What follows belongs to an exercise in optimizing a design on an open flow for small area, a short achievable clock period and few clock cycles; a production flow would make more cautious choices.
Function was checked by simulation only, so behaviour that the tests miss may differ from the original.
No activity file was given, so power comes from the tool's default toggle rates.

== north ==
==> flow/design.v (excerpt) <==
module viterbi_decoder(sys_clk,rst,en,i_data,o_data,o_done);
For scale: about 210 cells after synthesis, ~7 flip-flops, roughly 28 I/O pins.
Settings: LEC_CHECK=0, ABC_AREA=1, CAP_MARGIN=20, CORE_MARGIN=2, CORE_UTILIZATION=40, CTS_BUF_LIST=sky130_fd_sc_hd__clkbuf_2, SETUP_SLACK_MARGIN=0.3, SLEW_MARGIN=20; clock period 5.0 ns.
standard.sh (not shown) runs the stock make flow with config.mk's settings and CLKGATE_MAP_FILE= SYNTH_SCRIPT=/design/flow/synth_recipe.tcl, a recipe that flattens the netlist after the stock synthesis.
==> flow/flow/run.sh <==
#!/bin/bash
# The standard layout (the standard.sh, standard synthesis unchanged),
# except that the port buffers are made from sky130_fd_sc_hd__buf_2 instead of
# the delay cell that buffer_ports picks by default. Every port still gets
# one buffer. The make output goes to make_finish.log; ORFS's own per-step
# logs are under orfs/logs/.
set -euo pipefail
bash standard.sh "BUFFER_PORTS_ARGS=-buffer_cell sky130_fd_sc_hd__buf_2" finish > make_finish.log 2>&1
north was carried through to the last stage, and its layout satisfied the timing, design-rule and antenna checks.
Testbench counts of north, summed over its fixed seeds: cycles 3,200.
> inputs changed (north -> south)
Settings: SETUP_SLACK_MARGIN: 0.3 -> 0.8; CTS_BUF_LIST: sky130_fd_sc_hd__clkbuf_2 -> unset.
Taking north as the reference point, the detailed route wirelength on metal2 of south rises by about 30%.
south vs. north: global-route usage held, number of nets in the layout increased 2.0%, instance count of the mapped netlist ~0 delta.
Going from north to south, wire length per cell after detailed routing grew by more than 10%.
Setup slack in south is larger than in north.
Compared with north, south improves final critical-path required period.
Changes observed in south relative to north: combinational fraction of design power increased 4.7 points, data arrival time at the worst-slack endpoint fell 0.20 ns.
Against north, final wirelength in south came out worse.
Diff north -> south | cell area | up by more than 10%
Changes in east relative to south:
Settings: SETUP_SLACK_MARGIN removed (was 0.8).
--- outcome ---
Diff east and south: shortest clock period the worst path allows after layout higher in east
Wire length the detailed router placed on met1 went down by a few percent going from south to east.
NOTE total number of nets in the final design south->east decreased slightly
east was carried through to the last stage, and its layout satisfied the timing, design-rule and antenna checks.
Compared to south, east has post-route standard cell area excluding fillers about 18% lower.
east vs. south: total power lower, number of fillers in the final layout up 44, first-iteration DRC count went down by 1, net switching power figure dropped 25%.

JK:
Starting RTL as in the previous note.
// viterbi_decoder
module viterbi_decoder(sys_clk,rst,en,i_data,o_data,o_done);
export LEC_CHECK = 0
export ABC_AREA = 1
export CAP_MARGIN = 20
export CORE_MARGIN = 2
export CORE_UTILIZATION = 40
export SETUP_SLACK_MARGIN = 0.3
export SLEW_MARGIN = 20
create_clock -name core_clock -period 5.0 [get_ports {sys_clk}]
Scripts as last shown in full above: flow/flow/run.sh
JK: no failed stages, no open violations at the end
Testbench counts of JK, summed over its fixed seeds: cycles 3,200.
Modified inputs, MS compared to JK
- an added GPL_TIMING_DRIVEN of 0
- a deleted SETUP_SLACK_MARGIN that had been 0.3
### Flow results
MS finished all stages; the layout is clean. Compared with JK, in MS area overhead of the layout relative to synthesis higher, register share of the cell area lower, wire length on met1 roughly the same, cell count higher, clock power higher. Against JK, MS reports a total power that is higher. Measured against each other, JK and MS differ in portion of total power attributed to the clock network, the higher figure coming from MS.

viterbi_decoder, a different RTL version from the one above (not shown whole).
For scale: about 200 cells after synthesis.
Design viterbi_decoder, start of the top module:
module viterbi_decoder(sys_clk,rst,en,i_data,o_data,o_done);
input sys_clk,rst,en;
input [15:0] i_data;
output [7:0] o_data;
output o_done;
reg done;
reg [5:0] q;
wire [5:0] dec;
vit_comb U0 (.i_data(i_data), .dec(dec));
always @(posedge sys_clk or negedge rst)
    if (rst == 0) done <= 1'b0;
    else if (en) done <= 1'b1;
always @(posedge sys_clk)
    if (!done) q <= dec;
assign o_done = done;
assign o_data = {q, 2'b00};
endmodule
clock: 5.0 ns
lec_check: 0
abc_area: 1
cap_margin: 20
core_margin: 2
core_utilization: 40
setup_slack_margin: 1.1
slew_margin: 20
Scripts as last shown in full above: flow/flow/run.sh
The starting point finished clean.
Testbench counts at the start, summed over its fixed seeds: cycles 3,200.
Change:
SETUP_SLACK_MARGIN = 0.3   (was 1.1)
Effect: The new run completed with no timing, DRC or antenna violations. Routed wire length falls by about 18%. Global-route usage fell by 1.5 points. Non-clock buffer count goes down by 18. Count of clock-buffer cells in the layout does not change. Setup slack is worse by 70 ps. Die area stays the same. Area after synthesis does not change. Cell area fell by 20%. Synthesized cell count stays the same. Final cell count shrinks by about 6.6%.

==> afterwards: timing with drivers on the ports <==
No port has a modelled driver above. Below, the same layouts with a new extraction and two added sets of constraints.
Step 1, drivers: a clkbuf_16 drives sys_clk and a buf_2 each remaining input, both assumed.
Step 2 also shifts input and output timing later by t, the mid clock arrival at the registers, as if the neighbouring blocks saw the same clock.
Three values: no drivers, after step 1, after step 2; two values: the first two.
run | t, ns | slack for setup (ns) | clock arrival spread, ns | worst slew at a driven data input, ns
north | 0.242 | 0.727 / 0.728 / 0.485 | 0.009 / 0.009 | 0.03
south | 0.263 | 0.949 / 0.937 / 0.674 | 0.004 / 0.004 | 0.04
east | 0.264 | 0.679 / 0.680 / 0.417 | 0.006 / 0.005 | 0.03
JK | 0.264 | 0.745 / 0.746 / 0.483 | 0.006 / 0.005 | 0.03
MS | 0.262 | 0.687 / 0.687 / 0.426 | 0.007 / 0.007 | 0.03
the first run of note 3 | 0.259 | 0.988 / 0.984 / 0.725 | 0.002 / 0.002 | 0.03
the second run of note 3 | 0.258 | 0.917 / 0.912 / 0.655 | 0.001 / 0.001 | 0.03
After both steps setup and hold are still met in every run listed. For south, which loses most, drivers alone change the setup slack by -0.012 ns; drivers and shift together by -0.275 ns.
